This is an optimization exercise on Yosys and OpenROAD, whose aim is small area and a short achievable clock period, not a production implementation.
No run shown here included a check of the RTL's function; only the layout flow was run.
No activity file was given, so power comes from the tool's default toggle rates.

==> flow/design.v <==
module bist #(
  parameter int size   = 6,
  parameter int length = 8
) (
  input  logic              start,
  input  logic              rst,
  input  logic              clk,
  input  logic              csin,
  input  logic              rwbarin,
  input  logic              opr,
  input  logic [size-1:0]   address,
  input  logic [length-1:0] datain,
  output logic [length-1:0] dataout,
  output logic              fail
);
  logic             NbarT;              
  logic             nrm;                
  logic [9:0]       q;
  logic             cout;
  logic [7:0]       tlo, thi;           
  logic             wt;                 
  logic             endt;               
  logic             kt;                 
  logic [63:0][7:0] ram;                
  logic [7:0]       rd_n;               
  logic [7:0]       rd_t_n;             
  logic [7:0] data_t;
  always_comb begin
    case (q[9:7])
      3'd0: data_t = 8'hAA;
      3'd1: data_t = 8'h55;
      3'd2: data_t = 8'hF0;
      3'd3: data_t = 8'h0F;
      3'd4: data_t = 8'h00;
      3'd5: data_t = 8'hFF;
      3'd6: data_t = 8'h33;
      default: data_t = 8'hCC;
    endcase
  end
  logic [7:0] d;
  logic       we;
  assign d  = nrm ? datain : data_t;
  assign we = wt | (nrm & csin & ~rwbarin);
  logic       mode_next, cout_next;
  logic [9:0] q_next, q_next1;
  always_comb begin
    if (rst) mode_next = 1'b0;
    else if (!NbarT) mode_next = start;
    else if (cout) mode_next = 1'b0;
    else mode_next = 1'b1;
    q_next    = NbarT ? q + 10'd1 : 10'd0;
    q_next1   = q_next + 10'd1;
    cout_next = NbarT && (q == 10'h3FF);
  end
  logic to_n, to_t;
  assign to_n = rst | endt | (nrm & ~start);
  assign to_t = ~rst & kt;
  logic gn, gt, byn, byt;
  assign gn  = ~we & to_n;
  assign gt  = ~we & to_t;
  assign byn = we & to_n;
  assign byt = we & to_t;
  logic [7:0] lo_r, lo_w, hin, hit, hiw;
  predec u_lo_r (.g(1'b1), .en(nrm), .a(address[2:0]), .t(tlo), .y(lo_r));
  predec u_lo_w (.g(1'b1), .en(nrm), .a(address[2:0]), .t(tlo), .y(lo_w));
  predec u_hin  (.g(gn),   .en(nrm), .a(address[5:3]), .t(thi), .y(hin));
  predec u_hit  (.g(gt),   .en(nrm), .a(address[5:3]), .t(thi), .y(hit));
  predec u_hiw  (.g(we),   .en(nrm), .a(address[5:3]), .t(thi), .y(hiw));
  logic [63:0] de, den;
  for (genvar w = 0; w < 64; w++) begin : g_de
    and2  u_de  (.a(hiw[w/8]), .b(lo_w[w%8]), .y(de[w]));
    nand2 u_den (.a(hiw[w/8]), .b(lo_w[w%8]), .y(den[w]));
  end
  logic [63:0][7:0] ram_d;
  for (genvar w = 0; w < 64; w++) begin : g_hold
    for (genvar b = 0; b < 8; b++) begin : g_bit
      hold u_h (.s(de[w]), .sn(den[w]), .d(d[b]), .q(ram[w][b]), .y(ram_d[w][b]));
    end
  end
  always_ff @(posedge clk) ram <= ram_d;
  logic [7:0] grp [0:7];
  for (genvar i = 0; i < 8; i++) begin : g_grp
    for (genvar b = 0; b < 8; b++) begin : g_bit
      ao8 u_ao (.s(lo_r),
                .m({ram[8*i+7][b], ram[8*i+6][b], ram[8*i+5][b], ram[8*i+4][b],
                    ram[8*i+3][b], ram[8*i+2][b], ram[8*i+1][b], ram[8*i][b]}),
                .y(grp[i][b]));
    end
  end
  logic [7:0] rn_next, rt_next, bn, bt;
  always_comb begin
    bn = d & {8{byn}};
    bt = d & {8{byt}};
  end
  for (genvar b = 0; b < 8; b++) begin : g_rd
    ao8b u_n (.s(hin),
              .m({grp[7][b], grp[6][b], grp[5][b], grp[4][b],
                  grp[3][b], grp[2][b], grp[1][b], grp[0][b]}),
              .b(bn[b]), .y(rn_next[b]));
    ao8b u_t (.s(hit),
              .m({grp[7][b], grp[6][b], grp[5][b], grp[4][b],
                  grp[3][b], grp[2][b], grp[1][b], grp[0][b]}),
              .b(bt[b]), .y(rt_next[b]));
  end
  always_ff @(posedge clk) begin
    NbarT <= mode_next;
    nrm   <= ~mode_next;
    q     <= q_next;
    cout  <= cout_next;
    wt    <= mode_next & ~q_next[6];
    endt  <= mode_next & cout_next;
    kt    <= mode_next & ~cout_next & q_next1[6];
    for (int j = 0; j < 8; j++) begin
      tlo[j] <= mode_next && (q_next[2:0] == j[2:0]);
      thi[j] <= mode_next && (q_next[5:3] == j[2:0]);
    end
    rd_n <= rn_next;
    rd_t_n <= ~rt_next;
  end
  logic [7:0] on;
  for (genvar b = 0; b < 8; b++) begin : g_out
    nand3 u_a (.a(csin), .b(rwbarin), .c(rd_n[b]), .y(on[b]));
    nand2 u_o (.a(on[b]), .b(rd_t_n[b]), .y(dataout[b]));
  end
  always_ff @(posedge clk) begin
    if (rst) fail <= 1'b0;
    else if (opr && NbarT && (rwbarin || q[6]) && (~rd_t_n != data_t)) fail <= 1'b1;
  end
endmodule
module predec (
  input  logic       g,
  input  logic       en,
  input  logic [2:0] a,
  input  logic [7:0] t,
  output logic [7:0] y
);
  always_comb
    for (int j = 0; j < 8; j++) y[j] = g && ((en && a == j[2:0]) || t[j]);
endmodule
module ao8 (
  input  logic [7:0] s,
  input  logic [7:0] m,
  output logic       y
);
  assign y = |(s & m);
endmodule
module ao8b (
  input  logic [7:0] s,
  input  logic [7:0] m,
  input  logic       b,
  output logic       y
);
  logic [3:0] x;
  aoi22  u_x0 (.a(s[0]), .b(m[0]), .c(s[1]), .d(m[1]), .y(x[0]));
  aoi22  u_x1 (.a(s[2]), .b(m[2]), .c(s[3]), .d(m[3]), .y(x[1]));
  aoi22  u_x2 (.a(s[4]), .b(m[4]), .c(s[5]), .d(m[5]), .y(x[2]));
  aoi221 u_x3 (.a(s[6]), .b(m[6]), .c(s[7]), .d(m[7]), .e(b), .y(x[3]));
  nand4  u_y  (.a(x[0]), .b(x[1]), .c(x[2]), .d(x[3]), .y(y));
endmodule
module aoi22 (input logic a, b, c, d, output logic y);
  assign y = ~((a & b) | (c & d));
endmodule
module aoi221 (input logic a, b, c, d, e, output logic y);
  assign y = ~((a & b) | (c & d) | e);
endmodule
module nand4 (input logic a, b, c, d, output logic y);
  assign y = ~(a & b & c & d);
endmodule
module and2 (input logic a, b, output logic y);
  assign y = a & b;
endmodule
module nand3 (input logic a, b, c, output logic y);
  assign y = ~(a & b & c);
endmodule
module hold (input logic s, sn, d, q, output logic y);
  assign y = (s & d) | (sn & q);
endmodule
module nand2 (input logic a, b, output logic y);
  assign y = ~(a & b);
endmodule
==> flow/run.sh <==
#!/bin/bash
# synth_recipe.tcl (not shown) runs the flow's synth.tcl, then flattens the netlist and writes it again
# the make line also repeats each setting of config.mk as NAME=value (left out here)
make -C /OpenROAD-flow-scripts/flow DESIGN_CONFIG=/design/flow/config.mk WORK_HOME=/design/flow/orfs CLKGATE_MAP_FILE= SYNTH_SCRIPT=/design/flow/synth_recipe.tcl finish
==> flow/config.mk <==
export PLATFORM = sky130hd
export DESIGN_NAME = bist
export DESIGN_NICKNAME = bist
export VERILOG_FILES = /design/flow/design.v
export SDC_FILE = /design/flow/constraint.sdc
export NUM_CORES = 4
export LEC_CHECK = 0
export CAP_MARGIN = 20
export CORE_MARGIN = 2
export CORE_UTILIZATION = 40
export SETUP_SLACK_MARGIN = 2.2
export SLEW_MARGIN = 20
export SYNTH_HIERARCHICAL = 1
export SYNTH_MINIMUM_KEEP_SIZE = 0
==> flow/constraint.sdc <==
create_clock -name core_clock -period 4.5 [get_ports {clk}]
set_input_delay 0.9000 -clock core_clock [delete_from_list [all_inputs] [get_ports {clk}]]
set_output_delay 0.9000 -clock core_clock [all_outputs]
set_load 0.01 [all_outputs]
==> qor.yml, run 1 <==
outcome:
  status: "complete, no violations"
synthesis:
  yosysWarningCount: 9
  syn_area_sq_um: 21400
  synth-edff-count: 0
  synth_area_leaders: "dfxtp_1, a22o_1, a22oi_1"
  synth_top_cell_by_area: "dfxtp_1"
  synth_seq_cells: 561
  synth_ff_type: "dfxtp_1"
  syn_avg_cell_area_sq_um: 11.40
  ys_types: 50
  yosysSeqAreaShare: 0.5249
  syn_inst: 1877
  synth_top_area_share: 0.5249
  async_flop_share: 0
global_route:
  grt_first_pass_wirelength_mm: 121.7
  grt_pass1_vias: 17590
  grt_antenna_before_repair: 3
  overflow: 0
  grt_max_degree: 53
  grt_usage: 0.2913
cts:
  cts-root-buf: "clkbuf_16"
  path_clk_slew_ns: 0.06
  numClockSinks: 561
  htree_levels: 2
  insertion_delay_ns: 0.65
  cts_buffers: 58
  cts_hold_buf: 0
  cts.path.max_buffers: 3
  cts_tree: "yes"
critical_path:
  cp-startpoint: "csin"
  critical_path_class: "in2out"
  worstReg2RegStart: "q[7]"
  cp-start-kind: "input pin"
  crit_path_top_delay_cell: "buf_6"
  crit_path_end_kind: "output port"
  required_ns: 3.60
  max_stage_delay_ns: 0.15
  cp.depth: 5
  critical_path.max_fanout: 6
  reg2reg_depth: 7
  cp_num_buf_inv: 3
  cp_top_family: "buffers and inverters"
  reg2reg_slack_ns: 2.21
  worstReg2RegEnd: "ram[279]"
  arrival_ns: 1.49
  endpoint: "dataout[1]"
  critical_path.cell_chain: "buf_12 > buf_8 > nand3_4 > nand2_4 > buf_6"
finish:
  nets: 2054
  area_growth_pct: 20.51
  seq_area_sq_um: 11250
  fillCellCount: 4710
  multi_input_area_sq_um: 10760
  fin_area_sq_um: 25780
  drive_above_1_share: 0.1737
job:
  drv_cap: 0
drt:
  vias_per_cell: 6.893
  drc_errors: 0
  wl_per_cell_microns: 31.14
  routed_wl_mm: 86.09
  drtIter0Drc: 2532
  drt_first_pass_iters: 6
  drt.antenna.violating_nets: 0
  vias: 19058
timing:
  setup_tns_ns: 0
  worst_slew_pin_slew_ns: 0.6832
  fin_skew_ns: 0.04194
  maxSlewHeadroom: 0.5439
  setup-violations-final: 0
  hold_viol_final: 0
  min_period_ns: 2.391
  finalMaxSlewViolations: 0
  rsz0062_at_grt: "yes"
  fmax_ghz: 0.4182
  min_period_over_period: 0.5314
power_and_ir_drop:
  power.density_nw_per_um2: 443.2
  ir_drop_mv: 0.3148
  leakagePower_nw: 9.470
floorplan:
  core_area_sq_um: 52760
  row_count: 84
  die_y_microns: 235.3
  die_area_sq_um: 55360
  io_pins: 29
  fp.dieW_microns: 235.3
  start_util: 0.4055
place:
  place.gp.congestion: 0.9106
  dp_hpwl_mm: 46.70
  numPortBuffers: 28
  dpl_cell_area_sq_um: 22830
worst_hold_path:
  hold_depth: 1
  min_path_type: "reg2reg"
## cell usage after synthesis, types with 2 or more instances
cell type / n
a22oi_2: 48
nand3b_1: 3
a21oi_1: 9
nand2b_1: 4
a221oi_2: 16
o21ai_0: 3
nor4b_1: 5
and4b_1: 5
xor2_1: 5
o22ai_1: 2
and2_1: 67
a41oi_1: 5
o211ai_1: 2
inv_1: 28
clkbuf_1: 8
and4bb_2: 15
a22oi_1: 256
nor3_1: 8
nand3_1: 13
nor2b_1: 7
o21a_1: 36
nor2_1: 42
nor4_1: 2
xnor2_1: 10
and4b_2: 10
nand2_1: 87
mux2i_1: 4
nand4_1: 81
dfxtp_1: 561
ha_1: 2
buf_2: 3
a22o_1: 512
## where the power goes
group | switching (mW) | leakage [nW] | total (mW) | internal [mW]
sequential | 0.234 | 4.56 | 5.59 | 5.35
combinational | 0.591 | 3.99 | 1.00 | 0.413
clock | 2.07 | 0.920 | 4.84 | 2.77
total | 2.89 | 9.47 | 11.4 | 8.54
## metal layers
| metal | global-route usage | part of all wire |
|---|---|---|
| met4 | 0.1434 | 0.052 |
| met2 | 0.4208 | 0.42 |
| met1 | 0.4147 | 0.43 |
| met3 | 0.05546 | 0.11 |
| met5 | 0 | 0 |
## per-stage QoR
| stage | util | std cells | hold slack [ns] | setup WS (ns) | power [mW] |
|---|---|---|---|---|---|
| floorplan | - | 1878 | 0.4398 | 2.104 | 6.157 |
| global placement | 0.4328 | 2608 | 0.4522 | 0.6335 | 6.492 |
| detailed placement | 0.4328 | 2608 | 0.4528 | 0.5344 | 6.519 |
| CTS | 0.4807 | 2743 | 0.4725 | 2.054 | 11.37 |
| global route | 0.4887 | 2764 | 0.4795 | 2.114 | 11.72 |
| finish | 0.4887 | 2765 | 0.4696 | 2.109 | 11.43 |
## registers in the layout, summed over array words and instances, names as in the netlist
register and count:
rd_n 8, kt 1, wt 1, tlo 8
thi 8, q 10, nrm 1, rd_t_n 8
cout 1, endt 1, NbarT 1, ram 512
fail 1
## timing repair
item	CTS	global route
gates resized for setup	153	56
pin swaps	21	22
setup buffers	16	12
setup endpoints to repair	537	479
gates cloned	18	6
## Yosys stat by module (local to each module, per instance), a selection
module  flip-flops and latches  area (sq um)  times used
bist                       561         12190           1
predec                       0         150.1           5
nand3                        0         5.005           8
hold                         0         8.758         512
ao8                          0         36.28          64
aoi22                        0         12.51          48
nand2                        0         3.754          72
aoi221                       0         15.01          16
## worst register-to-register path, cell delays in order (launching register included)
cell and delay [ns]:
dfxtp_4 0.47, inv_1 0.12, ha_1 0.35, inv_1 0.08, mux2i_4 0.31, clkinvlp_4 0.20
buf_6 0.27, a22o_1 0.39
## logic make-up after synthesis
logic type                 share of synthesized area
xor gates and xnor gates                    0.006140
muxes                                       0.002924
DFF                                           0.5249
buffers and inverters                       0.007192
and+or+nand+nor                              0.09701
adders and majority gates                   0.001169
other                                      0.0001753
AOI/OAI and AO/OA                             0.3605
## final cells by class
cell class / instances / share of cell area
diodes: 4 / 0.0003882
clock buffers: 86 / 0.06585
flip-flops and latches: 561 / 0.4362
inverters: 28 / 0.006114
repair buffers: 82 / 0.03372
clock inverters: 15 / 0.006891
multi-input cells: 1301 / 0.4174
well taps: 688 / 0.03339
## layout by cell type (no fill, tap or decap), types with 20 or more instances in the layout
| cell type | count |
|---|---|
| dfxtp_1 | 551 |
| a22o_1 | 512 |
| a22oi_1 | 240 |
| nand4_1 | 81 |
| nand2_1 | 80 |
| and2_1 | 67 |
| a22oi_2 | 64 |
| clkbuf_16 | 59 |
| nor2_1 | 41 |
| buf_4 | 34 |
| o21a_4 | 24 |
| o21a_2 | 21 |
| inv_1 | 20 |
## how the worst min path moves through the flow
stage,startpoint,end
after floorplan,ram[0],ram[0]
after detailed placement,ram[449],ram[449]
after CTS,ram[131],ram[131]
after global placement,ram[107],ram[107]
final,ram[20],ram[20]
after global routing,ram[363],ram[363]
==> inputs of run 2 (changes only) <==
--- a/flow/config.mk
+++ b/flow/config.mk
@@ -9,4 +9,5 @@
 export CORE_MARGIN = 2
 export CORE_UTILIZATION = 40
+export CTS_BUF_LIST = sky130_fd_sc_hd__clkbuf_8
 export SETUP_SLACK_MARGIN = 2.2
 export SLEW_MARGIN = 20
==> qor.yml, run 2 <==
synthesis:
  async_flop_share: 0
  synth_seq_cells: 561
  syn_area_sq_um: 21400
  yosysWarningCount: 9
  synth_ff_type: "dfxtp_1"
  synthTopCellsByCount: "dfxtp_1, a22o_1, a22oi_1, nand2_1, nand4_1"
  synth-edff-count: 0
  syn_inst: 1877
  synth_most_common_cell: "dfxtp_1"
  ys_types: 50
  synth_top_area_share: 0.5249
  syn_avg_cell_area_sq_um: 11.40
  synth_top_cell_by_area: "dfxtp_1"
  yosysSeqAreaShare: 0.5249
  synth_area_leaders: "dfxtp_1, a22o_1, a22oi_1"
timing:
  fmax_ghz: 0.4171
  min_period_ns: 2.398
  rsz0062_at_grt: "yes"
  min_period_over_period: 0.5328
  setup_tns_ns: 0
  worst_slew_pin_slew_ns: 0.6982
  maxSlewHeadroom: 0.5346
  finalMaxSlewViolations: 0
  fin_skew_ns: 0.04978
  setup-violations-final: 0
  hold_viol_final: 0
critical_path:
  cp-start-kind: "input pin"
  critical_path.max_fanout: 6
  critical_path_class: "in2out"
  crit_path_end_kind: "output port"
  reg2reg_depth: 7
  arrival_ns: 1.50
  required_ns: 3.60
place:
  place.gp.congestion: 0.9106
  dp_hpwl_mm: 46.70
  numPortBuffers: 28
finish:
  nets: 2092
  largest_reg_flops: 512
  post-route-util: 0.4881
  top_regs: "ram x512, q x10"
  top_register: "ram"
  fillCellCount: 4756
  area_growth_pct: 20.37
  mostFrequentLayoutCell: "dfxtp_1"
  layout_common_cells: "dfxtp_1, a22o_1, a22oi_1"
  drive_above_1_share: 0.2013
drt:
  drt_first_pass_iters: 8
  routed_wl_mm: 86.06
  drc_errors: 0
  vias_per_cell: 6.807
  wl_per_cell_microns: 30.43
  vias: 19250
  drtIter0Drc: 2428
  drt.antenna.violating_nets: 0
global_route:
  grt_pass1_vias: 17758
  overflow: 0
  grt_usage: 0.2912
  grt_first_pass_wirelength_mm: 121.7
  grt_antenna_before_repair: 4
  grt_max_degree: 53
cts:
  cts.path.max_buffers: 3
  cts-root-buf: "clkbuf_8"
  insertion_delay_ns: 0.70
  numClockSinks: 561
  cts_buffers: 95
  htree_levels: 3
  cts_tree: "yes"
  path_clk_slew_ns: 0.05
power_and_ir_drop:
  power.density_nw_per_um2: 429.7
  pwr-share-comb: 0.090
  p_seq_frac: 0.505
  p_sw_mw: 2.893
  p_sw_frac: 0.2614
  ir_drop_mv: 0.2052
  p_int_mw: 8.174
  leakagePower_nw: 9.640
  pwr-share-clk: 0.404
job:
  drv_cap: 0
floorplan:
  fp.dieW_microns: 235.3
  row_count: 84
  die_area_sq_um: 55360
  start_util: 0.4055
  core_area_sq_um: 52760
  die_y_microns: 235.3
  io_pins: 29
worst_hold_path:
  min_path_type: "reg2reg"
  hold_depth: 1
outcome:
  status: "complete, no violations"
## run 2: per-stage QoR
| step | instance area [sq um] | setup WS (ns) | hold slack (ns) | instances | total power [mW] |
|---|---|---|---|---|---|
| 2_1_floorplan | 21520 | 2.104 | 0.4398 | 1878 | 6.157 |
| 3_3_place_gp | 22830 | 0.6335 | 0.4522 | 2608 | 6.492 |
| 3_5_place_dp | 22830 | 0.5344 | 0.4528 | 2608 | 6.519 |
| 4_1_cts | 25340 | 2.046 | 0.4720 | 2802 | 11.03 |
| 5_1_grt | 25750 | 2.114 | 0.4804 | 2827 | 11.40 |
| 6_report | 25750 | 2.102 | 0.4710 | 2828 | 11.07 |
## run 2: layer usage
layer,GRT usage,up-vias,part of all wire
li1,-,8218,-
met1,0.4085,9556,0.42
met2,0.4218,1243,0.42
met3,0.06543,233,0.11
met4,0.1407,0,0.049
met5,0,-,0
## run 2: kinds of logic (layout without fill, tap and decap cells)
group                    Yosys count  in the layout  synth area share
XOR/XNOR                          15             15          0.006140
flip-flops                       561            561            0.5249
buffers and inverters             40            274          0.007192
multiplexers                       5              5          0.002924
other                              1              6         0.0001753
adder cells (fa/ha/maj)            2              2          0.001169
AND/OR/NAND/NOR                  356            356           0.09701
AO/OA/AOI/OAI                    897            921            0.3605
## run 2: final cells by class
| cell class | count | area [sq um] | area share |
|---|---|---|---|
| antenna | 4 | 10.01 | 0.0003887 |
| tap | 688 | 860.8 | 0.03342 |
| inverter | 28 | 155.1 | 0.006024 |
| sequential | 561 | 11260 | 0.4372 |
| timing repair buffer | 83 | 798.3 | 0.03099 |
| clock inverter | 41 | 173.9 | 0.006753 |
| multi-input combinational | 1301 | 10820 | 0.4200 |
| clock buffer | 122 | 1679 | 0.06520 |
## run 2: Yosys stat by module, one instance, submodules excluded, excerpt
module / area (sq um) / flip-flops and latches / cells inside / copies in the design
hold: 8.758 / 0 / 1 / 512
nand3: 5.005 / 0 / 1 / 8
aoi221: 15.01 / 0 / 1 / 16
and2: 6.256 / 0 / 1 / 64
nand2: 3.754 / 0 / 1 / 72
bist: 12190 / 561 / 736 / 1
ao8: 36.28 / 0 / 5 / 64
predec: 150.1 / 0 / 17 / 5
aoi22: 12.51 / 0 / 1 / 48
nand4: 6.256 / 0 / 1 / 16
## run 2: worst paths after layout
| path | from | to | slack [ns] |
|---|---|---|---|
| min reg2reg | ram[93] | ram[93] | 0.47 |
| max reg2reg | nrm | rd_n[0] | 2.17 |
| max | csin | dataout[3] | 2.10 |
| min | ram[93] | ram[93] | 0.47 |
## run 2: repair_timing
| item | in CTS | in global routing |
|---|---|---|
| cloned | 18 | 6 |
| setup buffers | 13 | 16 |
| pin swaps | 18 | 21 |
| setup endpoints to repair | 537 | 399 |
| resized for setup | 162 | 65 |
| hold buffers | 0 | 0 |
## run 2: power by group through the flow
stage | sequential (mW) | clock, mW | combinational (mW)
after floorplan | 5.61 | 0 | 0.550
after global placement | 5.67 | 0 | 0.822
after detailed placement | 5.68 | 0 | 0.843
after CTS | 5.58 | 4.52 | 0.927
after global routing | 5.62 | 4.75 | 1.03
final | 5.59 | 4.48 | 0.997
## run 2: critical path, cell delays in order
cell,delay [ns]
buf_12,0.11
buf_8,0.13
nand3_4,0.08
nand2_4,0.11
buf_6,0.15
==> inputs of run 3 (changes only) <==
--- a/flow/design.v
+++ b/flow/design.v
@@ -67,16 +67,11 @@
   predec u_hit  (.g(gt),   .en(nrm), .a(address[5:3]), .t(thi), .y(hit));
   predec u_hiw  (.g(we),   .en(nrm), .a(address[5:3]), .t(thi), .y(hiw));
-  logic [63:0] de, den;
+  logic [63:0] de;
   for (genvar w = 0; w < 64; w++) begin : g_de
-    and2  u_de  (.a(hiw[w/8]), .b(lo_w[w%8]), .y(de[w]));
-    nand2 u_den (.a(hiw[w/8]), .b(lo_w[w%8]), .y(den[w]));
+    and2 u_de (.a(hiw[w/8]), .b(lo_w[w%8]), .y(de[w]));
   end
-  logic [63:0][7:0] ram_d;
-  for (genvar w = 0; w < 64; w++) begin : g_hold
-    for (genvar b = 0; b < 8; b++) begin : g_bit
-      hold u_h (.s(de[w]), .sn(den[w]), .d(d[b]), .q(ram[w][b]), .y(ram_d[w][b]));
-    end
-  end
-  always_ff @(posedge clk) ram <= ram_d;
+  always_ff @(posedge clk)
+    for (int w = 0; w < 64; w++)
+      if (de[w]) ram[w] <= d;
   logic [7:0] grp [0:7];
   for (genvar i = 0; i < 8; i++) begin : g_grp
@@ -173,7 +168,4 @@
   assign y = ~(a & b & c);
 endmodule
-module hold (input logic s, sn, d, q, output logic y);
-  assign y = (s & d) | (sn & q);
-endmodule
 module nand2 (input logic a, b, output logic y);
   assign y = ~(a & b);
--- a/flow/config.mk
+++ b/flow/config.mk
@@ -9,5 +9,4 @@
 export CORE_MARGIN = 2
 export CORE_UTILIZATION = 40
-export CTS_BUF_LIST = sky130_fd_sc_hd__clkbuf_8
 export SETUP_SLACK_MARGIN = 2.2
 export SLEW_MARGIN = 20
==> qor.yml, run 3 <==
drt:
  vias: 14684
  routed.top_layer: "met5"
  drt_first_pass_iters: 5
  drc_errors: 0
  routed_wl_mm: 74.64
  vias_per_cell: 6.526
  wl_per_cell_microns: 33.17
  met1Wirelength_mm: 28.89
  wl_met3_mm: 8.672
  drt.antenna.violating_nets: 0
  drtIter0Drc: 2294
  dr_wl_met2_mm: 33.51
synthesis:
  synth_most_common_cell: "edfxtp_1"
  syn_avg_cell_area_sq_um: 16.74
  synth_area_leaders: "edfxtp_1, a22oi_1, dfxtp_1"
  async_flop_share: 0
  synth_top_area_share: 0.7038
  syn_area_sq_um: 21850
  synth-edff-count: 512
  synth_ff_type: "edfxtp_1"
  synth_top_cell_by_area: "edfxtp_1"
  syn_inst: 1305
  synth_seq_cells: 561
  yosysWarningCount: 9
  synthTopCellsByCount: "edfxtp_1, a22oi_1, nand4_1, and2_1, dfxtp_1"
  ys_types: 53
  yosysSeqAreaShare: 0.7487
worst_hold_path:
  min_path_type: "reg2reg"
  hold_depth: 1
  whs_endpoint: "nrm"
  worstHoldStart: "cout"
global_route:
  grt_antenna_before_repair: 9
  grt_pass1_vias: 14045
  overflow: 0
  grt_max_degree: 38
  grt_first_pass_wirelength_mm: 104.3
  grt_usage: 0.2610
floorplan:
  io_pins: 29
  die_area_sq_um: 56500
  fp.dieW_microns: 237.7
  start_util: 0.4052
  die_y_microns: 237.7
  core_area_sq_um: 53920
  row_count: 85
cts:
  cts_buffers: 56
  insertion_delay_ns: 0.64
  htree_levels: 2
  numClockSinks: 561
  cts-root-buf: "clkbuf_16"
  cts.path.max_buffers: 3
  cts_hold_buf: 0
  cts_tree: "yes"
  path_clk_slew_ns: 0.06
place:
  dp_hpwl_mm: 39.19
  dpl_cell_area_sq_um: 23280
  dp_slack_ns: 0.6625
  place.gp.congestion: 0.9321
  numPortBuffers: 28
finish:
  fin_area_sq_um: 26990
  num_antenna_cells: 0
  nets: 1528
  top_register: "ram"
  top_regs: "ram x512, q x10"
  area_growth_pct: 23.55
  drive_above_1_share: 0.3069
  largest_reg_flops: 512
  post-route-util: 0.5005
  mostFrequentLayoutCell: "edfxtp_1"
  layout_common_cells: "edfxtp_1, a22oi_1, a22oi_2"
job:
  drv_cap: 0
critical_path:
  critical_path_class: "in2reg"
  reg2reg_slack_ns: 2.15
  critical_path.max_fanout: 8
  crit_path_end_kind: "register"
  cp-start-kind: "input pin"
  arrival_ns: 2.93
  worstReg2RegStart: "nrm"
  reg2reg_depth: 10
  required_ns: 5.06
  worstReg2RegEnd: "rd_t_n[6]"
timing:
  min_period_over_period: 0.5267
  fin_skew_ns: 0.03290
  finalMaxSlewViolations: 0
  rsz0062_at_grt: "yes"
  fmax_ghz: 0.4219
  hold_slack_ns: 0.5538
  maxSlewHeadroom: 0.4405
  worst_slew_pin_slew_ns: 0.8375
  min_period_ns: 2.370
  setup_slack_ns: 2.130
  hold_viol_final: 0
  setup_tns_ns: 0
  setup-violations-final: 0
power_and_ir_drop:
  leakagePower_nw: 8.470
  ir_drop_mv: 0.2656
  power.density_nw_per_um2: 421.0
outcome:
  status: "complete, no violations"
[run 3: metal layers]
| metal | vias to the layer above | track usage |
|---|---|---|
| li1 | 5988 | - |
| met1 | 7419 | 0.3509 |
| met2 | 1056 | 0.3974 |
| met3 | 211 | 0.07328 |
| met4 | 10 | 0.1123 |
| met5 | - | 0 |
[run 3: final cells by class]
class                           instances  area [sq um]
Clock buffer                           70          1475
Clock inverter                         36         402.9
Fill cell                            4337         26930
Inverter                               25         107.6
Multi-Input combinational cell        740          6476
Sequential cell                       561         16380
Tap cell                              696         870.8
Timing Repair Buffer                  122          1275
[run 3: per-stage QoR]
step	std cells	total power [mW]
floorplan	1306	6.168
global placement	2045	6.452
detailed placement	2045	6.463
CTS	2235	11.34
global route	2250	11.62
finish	2250	11.36
[run 3: how the worst max path moves through the flow]
stage,start,endpoint,slack [ns],cells after the start
3_3_place_gp,address[0],rd_t_n[1],0.68,9
4_1_cts,rd_t_n[6],dataout[6],2.07,2
2_1_floorplan,address[2],rd_t_n[0],2.10,7
5_1_grt,nrm,rd_t_n[5],2.10,10
3_5_place_dp,address[0],rd_n[1],0.66,8
6_report,address[2],rd_t_n[1],2.13,10
[run 3: kinds of logic (layout without fill, tap and decap cells)]
family,after synthesis,after routing,synth area share
compound gates,387,416,0.1491
mux,6,6,0.002749
fa+ha+maj,2,2,0.001145
flops,561,561,0.7487
simple gates,295,297,0.08471
other cells,1,2,0.0001717
buf+inv,36,253,0.006643
xor+xnor,17,17,0.006815
[run 3: what timing repair did]
item	in CTS	in global routing
resized for setup	194	107
endpoints found under the setup margin	960	444
setup buffers	50	13
gates cloned	34	2
pin swaps	60	52
endpoints found under the hold margin	0	0
[run 3: worst max-delay path, stage by stage]
cell	delay [ns]
buf_4	0.13
buf_2	0.16
and4bb_4	0.30
o21a_4	0.31
a22oi_2	0.22
nand4_1	0.13
buf_6	0.16
a221oi_4	0.37
nand4_1	0.13
inv_1	0.10
[run 3: report_power, final]
| part | internal, mW | leakage [nW] | switching (mW) | total (mW) |
|---|---|---|---|---|
| clock | 2.79 | 0.916 | 2.01 | 4.80 |
| sequential | 5.74 | 5.01 | 0.0236 | 5.77 |
| combinational | 0.257 | 2.54 | 0.537 | 0.794 |
| total | 8.79 | 8.47 | 2.57 | 11.4 |
[run 3: Yosys stat by module, one instance, submodules excluded, excerpt]
module	flops+latches	times used	area, sq um	cells
aoi221	0	16	15.01	1
and2	0	64	6.256	1
aoi22	0	48	12.51	1
predec	0	5	150.1	17
nand2	0	8	3.754	1
nand3	0	8	5.005	1

-- afterwards: timing with drivers on the ports --
The results above use ideal ports. As a check the final layouts listed here were re-extracted and re-timed, cells and wires unchanged. Step 1 sets driving cells, clkbuf_16 on the clock port and buf_2 on the other inputs (assumed; they add their load-dependent delay and slew). Step 2 times the ports against the registers' clock, not the clock port: input delays grow and output delays shrink by t, the midpoint of the rising clock arrivals with the driver on. Slacks: ideal ports / drivers / drivers and shift; pairs: ideal ports / drivers.
| run | t (ns) | slack for setup (ns) | worst hold slack (ns) | worst register clock-pin slew, ns | worst data-port slew with drivers (ns) |
|---|---|---|---|---|---|
| run 1 | 0.693 | 2.109 / 2.052 / 1.534 | 0.470 / 0.470 / 0.470 | 0.07 / 0.07 | 0.10 |
| run 2 | 0.727 | 2.102 / 2.044 / 1.464 | 0.471 / 0.471 / 0.471 | 0.06 / 0.06 | 0.10 |
| run 3 | 0.678 | 2.130 / 2.138 / 1.483 | 0.554 / 0.554 / 0.554 | 0.07 / 0.07 | 0.11 |
After both steps setup and hold are still met in every run listed. For run 3, which loses most, drivers alone change the setup slack by +0.008 ns; drivers and shift together by -0.647 ns.
